Background: an optimization exercise with open tools, aiming at small area. Do not read the settings as production practice. At most, simulation tests tie the RTL to the original design; equivalence was not proved. Function not checked in run 2: the RTL went through the layout flow alone. No driver is modelled on the clock port, so clock power and skew are understated where the tree is cut down; a real chip needs a root buffer or a tree. Power figures rest on the tool's default switching activity, not on a simulated workload.

==> flow/design.v <==
module recursive_ma_fir(
	input logic clk, input logic reset_n,
	input  logic signed [15:0] d,
	output logic signed [15:0] q_8tap,
	output logic signed [15:0] q_rma
	);
	localparam int SK = 14;
	localparam int YK = 12;
	logic [15:0] del [6:0];
	logic [15:0] nb7;    
	integer i;
	logic [2:0] st, st_n;
	always_comb
		case (st)
			3'b000:  st_n = 3'b111;
			3'b111:  st_n = 3'b001;
			3'b001:  st_n = 3'b101;
			3'b101:  st_n = 3'b100;
			3'b100:  st_n = 3'b110;
			3'b110:  st_n = 3'b010;
			3'b010:  st_n = 3'b011;
			default: st_n = 3'b011;
		endcase
	always_ff@(posedge clk)
		if (reset_n == 1'b0)
			st <= 3'd0;
		else
			st <= st_n;
	logic m;
	assign m = reset_n & (st == 3'b011);
	logic [15:0] n6;     
	logic [15:0] nb6;    
	assign n6  = ~({16{m}} & del[6]);
	assign nb6 = {~n6[15], n6[14:0]};
	always_ff@(posedge clk) begin
		del[0] <= d;
		for (i = 1; i <= 6; i = i+1)
			del[i] <= del[i-1];
		nb7 <= nb6;
	end
	genvar g;
	logic [SK-1:0]  s_lo;      
	logic [18:SK]   s_hi;      
	logic           s_c;       
	logic [18:0]    s;         
	logic [19:SK] ic;
	assign ic[SK] = s_c;
	generate for (g = SK; g < 18; g = g + 1) begin : s_inc
		rma_ha u (.a(s_hi[g]), .b(ic[g]), .s(s[g]), .co(ic[g+1]));
	end endgenerate
	assign s[18] = s_hi[18] ^ ic[18];
	assign s[SK-1:0] = s_lo;
	logic [15:0] db, nb;
	assign db = {~d[15], d[14:0]};
	assign nb = nb7;
	logic [15:0] ss, sk;
	generate for (g = 0; g < 16; g = g + 1) begin : s_csa
		rma_fa u (.a(s[g]), .b(db[g]), .c(nb[g]), .s(ss[g]), .co(sk[g]));
	end endgenerate
	logic [SK:0]   lc;
	logic [SK-1:0] lo_n;
	assign lo_n[0] = ~ss[0];
	assign lc[1]   = ss[0];
	generate for (g = 1; g < SK; g = g + 1) begin : s_lo_cpa
		rma_fa u (.a(ss[g]), .b(sk[g-1]), .c(lc[g]), .s(lo_n[g]), .co(lc[g+1]));
	end endgenerate
	logic [16:SK]  hc;
	logic [18:SK]  hi_n;
	rma_ha h0 (.a(ss[SK]), .b(sk[SK-1]), .s(hi_n[SK]), .co(hc[SK+1]));
	generate for (g = SK + 1; g < 16; g = g + 1) begin : s_hi_cpa
		rma_fa u (.a(ss[g]), .b(sk[g-1]), .c(hc[g]), .s(hi_n[g]), .co(hc[g+1]));
	end endgenerate
	assign hi_n[18:16] = s[18:16] + {2'b00, sk[15]} + {2'b00, hc[16]} + 3'b111;
	always_ff@(posedge clk)
		if (reset_n == 1'b0) begin
			s_lo <= '0;
			s_hi <= '0;
			s_c  <= 1'b0;
		end else begin
			s_lo <= lo_n;
			s_hi <= hi_n;
			s_c  <= lc[SK];
		end
	assign q_8tap = s[18:3];
	logic [YK-1:0] y_lo;      
	logic [15:YK]  y_hi;      
	logic          y_c;       
	logic [15:0]   y;         
	logic [16:YK] jc;
	assign jc[YK] = y_c;
	generate for (g = YK; g < 15; g = g + 1) begin : y_inc
		rma_ha u (.a(y_hi[g]), .b(jc[g]), .s(y[g]), .co(jc[g+1]));
	end endgenerate
	assign y[15] = y_hi[15] ^ jc[15];
	assign y[YK-1:0] = y_lo;
	logic c1, c2, c3;
	assign c1 = d[0] | n6[0];
	assign c2 = (d[1] & n6[1]) | (d[1] & c1) | (n6[1] & c1);
	assign c3 = (d[2] & n6[2]) | (d[2] & c2) | (n6[2] & c2);
	logic [12:0] ya, yb, ys, yk;
	assign ya = {~d[15], d[14:3]};
	assign yb = nb6[15:3];
	generate for (g = 0; g < 13; g = g + 1) begin : y_csa
		rma_fa u (.a(y[g]), .b(ya[g]), .c(yb[g]), .s(ys[g]), .co(yk[g]));
	end endgenerate
	logic [YK:1]   yc;
	logic [YK-1:0] ylo_n;
	rma_ha y0 (.a(ys[0]), .b(c3), .s(ylo_n[0]), .co(yc[1]));
	generate for (g = 1; g < YK; g = g + 1) begin : y_lo_cpa
		rma_fa u (.a(ys[g]), .b(yk[g-1]), .c(yc[g]), .s(ylo_n[g]), .co(yc[g+1]));
	end endgenerate
	logic [13:YK]  yh;
	logic [15:YK]  yhi_n;
	rma_ha y1 (.a(ys[YK]), .b(yk[YK-1]), .s(yhi_n[YK]), .co(yh[YK+1]));
	generate for (g = YK + 1; g < 13; g = g + 1) begin : y_hi_cpa
		rma_fa u (.a(ys[g]), .b(yk[g-1]), .c(yh[g]), .s(yhi_n[g]), .co(yh[g+1]));
	end endgenerate
	assign yhi_n[15:13] = y[15:13] + {2'b00, yk[12]} + {2'b00, yh[13]} + 3'b111;
	always_ff@(posedge clk)
		if (reset_n == 1'b0) begin
			y_lo <= '0;
			y_hi <= '0;
			y_c  <= 1'b0;
		end else begin
			y_lo <= ylo_n;
			y_hi <= yhi_n;
			y_c  <= yc[YK];
		end
	assign q_rma = y;
endmodule
module rma_fa(input logic a, input logic b, input logic c, output logic s, output logic co);
	assign s  = a ^ b ^ c;
	assign co = (a & b) | (a & c) | (b & c);
endmodule
module rma_ha(input logic a, input logic b, output logic s, output logic co);
	assign s  = a ^ b;
	assign co = a & b;
endmodule
==> flow/flow/run.sh <==
#!/bin/bash
# The standard layout (standard.sh, with the standard synthesis unchanged)
# with three changes:
# * the port buffers are buf_1 instead of the flow's default delay buffer;
# * clock tree synthesis inserts no dummy loads and builds with clkbuf_8;
# * after CTS, flow/clock_trim.tcl merges and downsizes leaf clock buffers
#   while every flip-flop clock pin keeps its slew well under the limit.
# The full make output goes to flow.log in the work folder; ORFS keeps each
# step's own log under orfs/logs.
set -euo pipefail
here=$(pwd)
bash standard.sh \
  "BUFFER_PORTS_ARGS=-buffer_cell sky130_fd_sc_hd__buf_1" \
  "CTS_ARGS=-sink_clustering_enable -repair_clock_nets -dont_use_dummy_load -buf_list sky130_fd_sc_hd__clkbuf_8" \
  "POST_CTS_TCL=$here/flow/clock_trim.tcl" \
  finish > flow.log 2>&1
==> flow/flow/clock_trim.tcl <==
set block [ord::get_db_block]
set max_sinks 24
set slew_limit 0.115
if {[info exists ::env(CLK_MERGE_MAX_SINKS)]} { set max_sinks $::env(CLK_MERGE_MAX_SINKS) }
if {[info exists ::env(CLK_SLEW_LIMIT)]} { set slew_limit $::env(CLK_SLEW_LIMIT) }

proc leaf_sinks {inst} {
  set out {}
  foreach it [[[$inst findITerm X] getNet] getITerms] {
    if {[$it isInputSignal]} { lappend out $it }
  }
  return $out
}
proc sink_centre {sinks} {
  set x 0; set y 0
  foreach it $sinks {
    set b [[$it getInst] getBBox]
    set x [expr {$x + ([$b xMin] + [$b xMax]) / 2}]
    set y [expr {$y + ([$b yMin] + [$b yMax]) / 2}]
  }
  set n [llength $sinks]
  return [list [expr {$x / $n}] [expr {$y / $n}]]
}
proc worst_sink_slew {inst} {
  set w 0
  foreach it [leaf_sinks $inst] {
    set s [get_property [get_pins [[$it getInst] getName]/[[$it getMTerm] getName]] slew_max]
    if {$s > $w} { set w $s }
  }
  return $w
}
proc move_to_centre {inst} {
  lassign [sink_centre [leaf_sinks $inst]] cx cy
  $inst setLocation [expr {int($cx)}] [expr {int($cy)}]
  $inst setPlacementStatus PLACED
}

# leaf buffers: clock buffers that drive flip-flop clock pins
set leaves {}
foreach inst [$block getInsts] {
  if {![string match sky130_fd_sc_hd__clkbuf_* [[$inst getMaster] getName]]} { continue }
  set ff 0
  foreach it [leaf_sinks $inst] { if {[[$it getMTerm] getName] eq "CLK"} { set ff 1 } }
  if {$ff} { lappend leaves $inst }
}
puts "clock trim: [llength $leaves] leaf buffers"
estimate_parasitics -placement

proc current_leaves {block} {
  set out {}
  foreach inst [$block getInsts] {
    if {![string match sky130_fd_sc_hd__clkbuf_* [[$inst getMaster] getName]]} { continue }
    set ff 0
    foreach it [leaf_sinks $inst] { if {[[$it getMTerm] getName] eq "CLK"} { set ff 1 } }
    if {$ff} { lappend out $inst }
  }
  return $out
}

# merge rounds: in each round, candidate pairs are tried nearest first
set merged_any 1
while {$merged_any} {
  set merged_any 0
  set leaves [current_leaves $block]
  # candidate pairs, nearest first
  set pairs {}
  foreach a $leaves {
    lassign [sink_centre [leaf_sinks $a]] ax ay
    foreach b $leaves {
      if {[$a getId] >= [$b getId]} { continue }
      lassign [sink_centre [leaf_sinks $b]] bx by
      lappend pairs [list [expr {abs($ax - $bx) + abs($ay - $by)}] $a $b]
    }
  }
  set pairs [lsort -real -index 0 $pairs]
  set used {}
  foreach p $pairs {
    lassign $p dd a b
    if {[lsearch -exact $used $a] >= 0 || [lsearch -exact $used $b] >= 0} { continue }
    set sa [leaf_sinks $a]
    set sb [leaf_sinks $b]
    if {[llength $sa] + [llength $sb] > $max_sinks} { continue }
    set anet [[$a findITerm X] getNet]
    set bnet [[$b findITerm X] getNet]
    set aloc [$a getLocation]
    foreach it $sb { $it disconnect; $it connect $anet }
    move_to_centre $a
    estimate_parasitics -placement
    set w [worst_sink_slew $a]
    if {$w > $slew_limit} {
      foreach it $sb { $it disconnect; $it connect $bnet }
      $a setLocation [lindex $aloc 0] [lindex $aloc 1]
      estimate_parasitics -placement
      continue
    }
    lappend used $a $b
    set merged_any 1
    set bname [$b getName]
    [$b findITerm A] disconnect
    [$b findITerm X] disconnect
    odb::dbInst_destroy $b
    odb::dbNet_destroy $bnet
    puts "clock trim: merged $bname into [$a getName] ([llength [leaf_sinks $a]] sinks, slew $w)"
  }

}
detailed_placement
estimate_parasitics -placement

foreach inst [$block getInsts] {
  if {![string match sky130_fd_sc_hd__clkbuf_* [[$inst getMaster] getName]]} { continue }
  set ff 0
  foreach it [leaf_sinks $inst] { if {[[$it getMTerm] getName] eq "CLK"} { set ff 1 } }
  if {!$ff} { continue }
  set keep [[$inst getMaster] getName]
  foreach cand {sky130_fd_sc_hd__clkbuf_4 sky130_fd_sc_hd__clkbuf_2} {
    replace_cell [$inst getName] $cand
    estimate_parasitics -placement
    if {[worst_sink_slew $inst] <= $slew_limit} { set keep $cand } else { break }
  }
  replace_cell [$inst getName] $keep
  estimate_parasitics -placement
  puts "clock trim: [$inst getName] $keep [llength [leaf_sinks $inst]] sinks, worst slew [worst_sink_slew $inst]"
}
detailed_placement
estimate_parasitics -placement
==> flow/standard.sh <==
#!/bin/bash
# synth_recipe.tcl (not shown) runs the flow's synth.tcl, then flattens the netlist and writes it again
# the make line also repeats each setting of config.mk as NAME=value (left out here)
make -C /OpenROAD-flow-scripts/flow DESIGN_CONFIG=/design/flow/config.mk WORK_HOME=/design/flow/orfs CLKGATE_MAP_FILE= SYNTH_SCRIPT=/design/flow/synth_recipe.tcl "${@:-finish}"
==> flow/config.mk <==
export PLATFORM = sky130hd
export DESIGN_NAME = recursive_ma_fir
export DESIGN_NICKNAME = recursive_ma_fir
export VERILOG_FILES = /design/flow/design.v
export SDC_FILE = /design/flow/constraint.sdc
export NUM_CORES = 4
export LEC_CHECK = 0
export CAP_MARGIN = 20
export CORE_MARGIN = 2
export CORE_UTILIZATION = 65
export PLACE_DENSITY = 0.75
export SLEW_MARGIN = 20
export SYNTH_HIERARCHICAL = 1
export SYNTH_MINIMUM_KEEP_SIZE = 0
==> flow/constraint.sdc <==
create_clock -name core_clock -period 7.0 [get_ports {clk}]
set_input_delay 1.4000 -clock core_clock [delete_from_list [all_inputs] [get_ports {clk}]]
set_output_delay 1.4000 -clock core_clock [all_outputs]
set_load 0.01 [all_outputs]
==> flow_summary.ini, run 1 <==
[yosys]
synth_top_area_cell = dfxtp_1
synthArstFlopShare_pct = 0
avgSynthCellArea_um2 = 15.6
synth_nets = 427
synth_top_area_share_pct = 63.7
synth-seq-cells = 168
ys_seq_area_share_pct = 63.7
netlist_instances = 339
ys_types = 18
synthTopCellsByArea = dfxtp_1 64%, fa_1 21%, and2_1 3.9%
synthFlopType = dfxtp_1
yosysWarnings = 8
synth_area_mm2 = 0.00528
synth-edff-count = 0

[drt]
post_drt_wl_per_cell_um = 14.1
met3_wirelength_um = 283
drt_wl_total_um = 6890
ant_nets = 0
wl_met2_um = 3350
remaining_drc_errors = 0
m1WireLength_um = 3170
drtPass1Iterations = 4
vias = 2286
drt_iter0_drc = 57
vias_per_cell = 4.69
highest_layer = met4

[setup_path]
cp_max_fo = 4
worst_setup_path_end_kind = flop
arrival_ps = 7080
reg2reg_depth = 15
path_class = input port to flop
required_ps = 7280
start_kind = input port

[die]
io-pin-count = 50
die-area_mm2 = 0.00886
die_w_um = 94.2
fp.dieH_um = 94.2
fp.coreArea_mm2 = 0.00781
initial_core_util_pct = 67.7
rows = 32

[power]
power_w = 0.00221
power_density_mw_per_mm2 = 391
p_leak_nw = 2.27
ir_drop_mv = 0.228

[global_route]
grt_max_degree = 41
antenna_found_initial = 0
grt_usage_pct = 18.4
grt.overflow.total = 0
grt_pass1_vias = 2549
grt_pass1_wl_um = 11900

[clocking]
clock_latency_ps = 400
clkSinkCount = 168
clk_pin_slew_ps = 110

[min_path]
hold_class = flop to flop
holdPathStages = 0

[final_layout]
drive_above_1_share_pct = 7.27
antennaDiodeCount = 0
area_delta_synth_final_pct = 6.80
nNetsFinal = 475
finalInstanceArea_mm2 = 0.00564
num-fill-cells = 540

[timing]
slew_headroom_pct = 76.3
setup_violations = 0
period_share_pct = 97.1
fmax_mhz = 147
drv_slew = 0
fin_crit_ps = 6800
rsz0062_at_grt = false
tightestPinTransition_ps = 355
finClkSkew_ps = 31.4
hold_violations = 0
tns_ps = 0

[place]
portBuffers = 49
hpwl_um = 5160
place_area_mm2 = 0.00550
gp_congestion = 0.729

[flow_run]
maxCapViolCount = 0

[status]
status = finished clean
==> cells by family after synthesis <==
group           count (synthesis)  synth area share (%)
flops                         168                  63.7
xor+xnor                        6                  1.28
compound gates                  5                 0.758
simple gates                   59                  6.28
fa+ha+maj                      70                  24.5
buf+inv                        31                  3.48
==> metal layers <==
layer / up-vias / global-route usage (%)
met5: - / 0
met4: 0 / 6.28
met3: 9 / 6.26
met2: 36 / 28.4
met1: 1138 / 24.6
li1: 1103 / -
==> final cells by class <==
| cell class | count | area, um2 | area share [%] |
|---|---|---|---|
| timing repair buffer | 54 | 224 | 3.97 |
| multi-input combinational | 140 | 1750 | 31.0 |
| sequential | 168 | 3360 | 59.6 |
| inverter | 10 | 37.5 | 0.665 |
| tap | 102 | 128 | 2.26 |
| clock buffer | 13 | 141 | 2.51 |
==> modules after synthesis (local to each module, per instance) <==
module            area (um2)  flip-flops and latches  cells
rma_fa                  20.0                       0      1
recursive_ma_fir        4080                     168    275
rma_ha                  12.5                       0      1
==> worst max-delay path: stages <==
cell and delay [ps]:
clkbuf_2 110, fa_1 480, fa_2 410, fa_1 380, fa_1 390, fa_2 350, fa_1 380, fa_1 390
fa_1 390, fa_1 380, fa_1 390, fa_2 350, fa_2 340, fa_2 340, fa_1 430, and2_1 160
==> cells in the final DEF (no fill, tap or decap) <==
cell type / count
nand2b_1: 2
nand2_1: 17
nor2_4: 1
buf_1: 47
clkbuf_8: 7
xnor2_1: 2
and2_1: 33
inv_1: 10
fa_1: 51
o221ai_1: 1
dfxtp_1: 168
clkbuf_2: 2
a21boi_0: 3
xor2_1: 2
xor2_2: 2
o2bb2ai_1: 1
buf_4: 5
nor2b_1: 6
fa_2: 5
ha_1: 14
clkbuf_4: 6
==> report_power, final <==
group          switching [W]  total (W)  internal (W)
logic               0.000336   0.000665      0.000328
registers          0.0000751    0.00116       0.00108
clock network       0.000253   0.000384      0.000131
total               0.000665    0.00221       0.00154
==> worst paths after layout <==
| kind | start | end | slack, ps |
|---|---|---|---|
| worst min-delay path | del[5][10]$_DFF_P_ | del[6][10]$_DFF_P_ | 310 |
| worst min register to register | del[5][10]$_DFF_P_ | del[6][10]$_DFF_P_ | 310 |
| worst max register to register | s_lo[1]$_SDFF_PN0_ | s_lo[13]$_SDFF_PN0_ | 930 |
| worst max-delay path | d[1] | s_lo[13]$_SDFF_PN0_ | 200 |
==> registers in the layout, indices dropped and copies added (netlist names) <==
| register | count |
|---|---|
| del | 112 |
| y_hi | 4 |
| nb7 | 16 |
| y_lo | 12 |
| s_lo | 14 |
| s_hi | 5 |
| st | 3 |
| y_c | 1 |
| s_c | 1 |
==> metrics by stage <==
stage	util (%)	worst slack, ps	hold WS (ps)	std cells
after detailed placement	70.4	-326	312	474
after global routing	72.3	31.5	322	487
after floorplan	-	1.89	310	339
after global placement	70.4	-239	310	474
final	72.3	200	307	487
==> synth_stat cells (2+ instances only) <==
| cell | n |
|---|---|
| nand2_1 | 17 |
| a21boi_0 | 3 |
| buf_4 | 16 |
| fa_1 | 56 |
| nor2b_1 | 6 |
| xor2_2 | 2 |
| and2_1 | 33 |
| dfxtp_1 | 168 |
| ha_1 | 14 |
| inv_1 | 10 |
| nand2b_1 | 2 |
| xnor2_1 | 2 |
| clkbuf_1 | 4 |
| xor2_1 | 2 |
==> run 2: changes to the inputs <==
--- a/flow/design.v
+++ b/flow/design.v
@@ -5,7 +5,6 @@
 	output logic signed [15:0] q_rma
 	);
 	localparam int SK = 14;
-	localparam int YK = 12;
 	logic [15:0] del [6:0];
 	logic [15:0] nb7;    
 	integer i;
@@ -82,17 +81,7 @@
 			s_c  <= lc[SK];
 		end
 	assign q_8tap = s[18:3];
-	logic [YK-1:0] y_lo;      
-	logic [15:YK]  y_hi;      
-	logic          y_c;       
-	logic [15:0]   y;         
-	logic [16:YK] jc;
-	assign jc[YK] = y_c;
-	generate for (g = YK; g < 15; g = g + 1) begin : y_inc
-		rma_ha u (.a(y_hi[g]), .b(jc[g]), .s(y[g]), .co(jc[g+1]));
-	end endgenerate
-	assign y[15] = y_hi[15] ^ jc[15];
-	assign y[YK-1:0] = y_lo;
+	logic [15:0] y;
 	logic c1, c2, c3;
 	assign c1 = d[0] | n6[0];
 	assign c2 = (d[1] & n6[1]) | (d[1] & c1) | (n6[1] & c1);
@@ -103,29 +92,18 @@
 	generate for (g = 0; g < 13; g = g + 1) begin : y_csa
 		rma_fa u (.a(y[g]), .b(ya[g]), .c(yb[g]), .s(ys[g]), .co(yk[g]));
 	end endgenerate
-	logic [YK:1]   yc;
-	logic [YK-1:0] ylo_n;
-	rma_ha y0 (.a(ys[0]), .b(c3), .s(ylo_n[0]), .co(yc[1]));
-	generate for (g = 1; g < YK; g = g + 1) begin : y_lo_cpa
-		rma_fa u (.a(ys[g]), .b(yk[g-1]), .c(yc[g]), .s(ylo_n[g]), .co(yc[g+1]));
+	logic [13:1] yc;
+	logic [15:0] y_n;
+	rma_ha y0 (.a(ys[0]), .b(c3), .s(y_n[0]), .co(yc[1]));
+	generate for (g = 1; g < 13; g = g + 1) begin : y_cpa
+		rma_fa u (.a(ys[g]), .b(yk[g-1]), .c(yc[g]), .s(y_n[g]), .co(yc[g+1]));
 	end endgenerate
-	logic [13:YK]  yh;
-	logic [15:YK]  yhi_n;
-	rma_ha y1 (.a(ys[YK]), .b(yk[YK-1]), .s(yhi_n[YK]), .co(yh[YK+1]));
-	generate for (g = YK + 1; g < 13; g = g + 1) begin : y_hi_cpa
-		rma_fa u (.a(ys[g]), .b(yk[g-1]), .c(yh[g]), .s(yhi_n[g]), .co(yh[g+1]));
-	end endgenerate
-	assign yhi_n[15:13] = y[15:13] + {2'b00, yk[12]} + {2'b00, yh[13]} + 3'b111;
+	assign y_n[15:13] = y[15:13] + {2'b00, yk[12]} + {2'b00, yc[13]} + 3'b111;
 	always_ff@(posedge clk)
-		if (reset_n == 1'b0) begin
-			y_lo <= '0;
-			y_hi <= '0;
-			y_c  <= 1'b0;
-		end else begin
-			y_lo <= ylo_n;
-			y_hi <= yhi_n;
-			y_c  <= yc[YK];
-		end
+		if (reset_n == 1'b0)
+			y <= '0;
+		else
+			y <= y_n;
 	assign q_rma = y;
 endmodule
 module rma_fa(input logic a, input logic b, input logic c, output logic s, output logic co);
==> flow_summary.ini, run 2 <==
[drt]
remaining_drc_errors = 0
drt_wl_total_um = 6940
ant_nets = 0
vias = 2250
drt_iter0_drc = 45
drtPass1Iterations = 4
post_drt_wl_per_cell_um = 14.3
vias_per_cell = 4.64

[power]
p_leak_nw = 2.24
pwr-share-comb_pct = 30.4
power_density_mw_per_mm2 = 390
power_w = 0.00222
pwr-share-seq_pct = 51.8
clkPwrFrac_pct = 17.8
p_int_w = 0.00156
p_sw_share_pct = 29.9
ir_drop_mv = 0.240
switching_power_w = 0.000665

[place]
portBuffers = 49
place_ws_ps = -969
hpwl_um = 5040
dp.cells = 471
gp_congestion = 0.726

[final_layout]
antennaDiodeCount = 0
layoutNonFillerInstCount = 485
largestRegisters = del (112), nb7 (16), y (16)
layout_common_cells = 167 x dfxtp_1, 48 x buf_1, 37 x fa_1, 33 x and2_1, 20 x fa_2
nNetsFinal = 470
area_delta_synth_final_pct = 9.43
final_common_cell = dfxtp_1
drive_above_1_share_pct = 14.1
largest_reg_flops = 112
regMostFlops = del

[timing]
finClkSkew_ps = 34.7
period_share_pct = 103
fin_ws_ps = -241
whs_ps = 306
rsz0062_at_grt = true
tns_ps = -425
fmax_mhz = 138
setup_violations = 2
slew_headroom_pct = 76.3
drv_slew = 0
tightestPinTransition_ps = 356
fin_crit_ps = 7240
hold_violations = 0

[yosys]
synthArstFlopShare_pct = 0
synthTopCellsByArea = dfxtp_1 64%, fa_1 22%, and2_1 4.0%
synth_nets = 418
synth_area_mm2 = 0.00521
yosysWarnings = 8
synthFlopType = dfxtp_1
ys_types = 20
synthTopCellsByCount = 167 x dfxtp_1, 57 x fa_1, 33 x and2_1
ys_seq_area_share_pct = 64.1
netlist_instances = 333
synth-edff-count = 0
synth-seq-cells = 167
yosysMostFrequentCell = dfxtp_1
synth_top_area_cell = dfxtp_1
avgSynthCellArea_um2 = 15.7
synth_top_area_share_pct = 64.1

[setup_path]
r2r_end = y[15]$_SDFF_PN0_
path_class = input port to flop
worst_setup_path_end_kind = flop
arrival_ps = 7550
regToRegSetupSlack_ps = 370
r2r_start = st[2]$_SDFF_PN0_
required_ps = 7310
start_kind = input port
crit_top_cell = fa_2
cp_slowest_cell = fa_1
cp_max_fo = 3
reg2reg_depth = 25
crit_path_max_incr_delay_ps = 470

[global_route]
grt_max_degree = 40
antenna_found_initial = 0
grt_pass1_wl_um = 11800
grt_usage_pct = 18.4
grt.overflow.total = 0
grt_pass1_vias = 2483

[clocking]
clk_pin_slew_ps = 110
clkSinkCount = 167
clock_latency_ps = 400

[die]
die_w_um = 93.6
io-pin-count = 50
initial_core_util_pct = 67.1
die-area_mm2 = 0.00875
fp.coreArea_mm2 = 0.00777
rows = 32
fp.dieH_um = 93.6

[status]
status = complete, but fails checks
check.faults = setup timing

[min_path]
min_from = del[5][12]$_DFF_P_
holdPathStages = 0
hold_class = flop to flop
holdPathEnd = del[6][12]$_DFF_P_

[flow_run]
maxCapViolCount = 0
==> run 2: cell types whose count changed after synthesis <==
| cell | before | now |
|---|---|---|
| xor2_1 | 2 | 1 |
| fa_1 | 56 | 57 |
| dfxtp_1 | 168 | 167 |
| clkbuf_1 | 4 | 2 |
| clkbuf_2 | 0 | 1 |
| xor2_2 | 2 | 1 |
| buf_2 | 0 | 1 |
| nor2b_1 | 6 | 5 |
| ha_1 | 14 | 10 |
| xnor2_1 | 2 | 3 |
==> run 2: metrics by stage <==
stage	cell area [um2]	utilization, %
global placement	5490	70.7
floorplan	5270	-
finish	5700	73.4
detailed placement	5490	70.7
global route	5700	73.4
==> run 2: per-module statistics from Yosys, one instance, submodules excluded <==
| module | flops+latches | cells inside |
|---|---|---|
| rma_fa | 0 | 1 |
| recursive_ma_fir | 167 | 272 |
| rma_ha | 0 | 1 |
==> run 2: metal layers <==
| layer | part of all wire [%] | global-route usage (%) |
|---|---|---|
| met1 | 46 | 24.5 |
| met2 | 49 | 28.1 |
| met5 | 0 | 0 |
| met3 | 3.8 | 5.96 |
| met4 | 1.9 | 8.21 |
==> run 2: area by class of cell <==
cell class | instances | area [um2]
clock buffer | 12 | 153
fill | 545 | 2060
inverter | 10 | 37.5
multi-input combinational | 135 | 1770
sequential | 167 | 3340
tap | 102 | 128
timing repair buffer | 59 | 270
==> run 2: logic make-up after synthesis <==
group / Yosys count / synth area share (%)
DFF: 167 / 64.1
adders and majority gates: 67 / 24.3
and+or+nand+nor: 58 / 6.24
buffers and inverters: 31 / 3.58
AOI/OAI and AO/OA: 5 / 0.768
xor gates and xnor gates: 5 / 0.984
==> run 2: power groups by stage <==
stage / clock, W / sequential, W / combinational, W
after floorplan: 0 / 0.00117 / 0.000518
after global placement: 0 / 0.00117 / 0.000633
after detailed placement: 0 / 0.00117 / 0.000664
after global routing: 0.000441 / 0.00117 / 0.000793
final: 0.000396 / 0.00115 / 0.000676
==> run 2: how the worst max path moves through the flow <==
stage	start	to	slack [ps]	cells past startpoint
2_1_floorplan	reset_n	y[15]$_SDFF_PN0_	-580	25
3_3_place_gp	reset_n	y[15]$_SDFF_PN0_	-860	26
3_5_place_dp	reset_n	y[15]$_SDFF_PN0_	-970	26
5_1_grt	reset_n	y[15]$_SDFF_PN0_	-350	26
6_report	reset_n	y[15]$_SDFF_PN0_	-240	26
==> run 2: critical path: cells and delay by family <==
kind | cells | cell delay, ps
XOR/XNOR | 1 | 130
adder cells (fa/ha/maj) | 16 | 5300
AND/OR/NAND/NOR | 4 | 360
buffers and inverters | 5 | 360

## separate check: timing with driven ports
How much do the figures lean on ideal ports? The routed layouts below were timed once more, with nothing changed but the port constraints.
Step 1 assumes that a clkbuf_16 drives the clock port and a buf_2 every other input.
Step 2 moves the port delays by t, midway between the first and last clock arrival at a register: inputs arrive t later, outputs are due t later. That takes back most of the time a late clock gives input paths.
Three values: no drivers, after step 1, after step 2; two values: the first two.
run	shift t [ns]	setup WS [ns]	worst slew at a driven data input, ns
run 1	0.413	0.200 / 0.210 / -0.203	0.03
run 2	0.417	-0.241 / -0.261 / -0.679	0.05
With both steps, setup timing fails in run 1, where it was met with ideal ports. For run 2, which loses most, drivers alone change the setup slack by -0.020 ns; drivers and shift together by -0.438 ns.
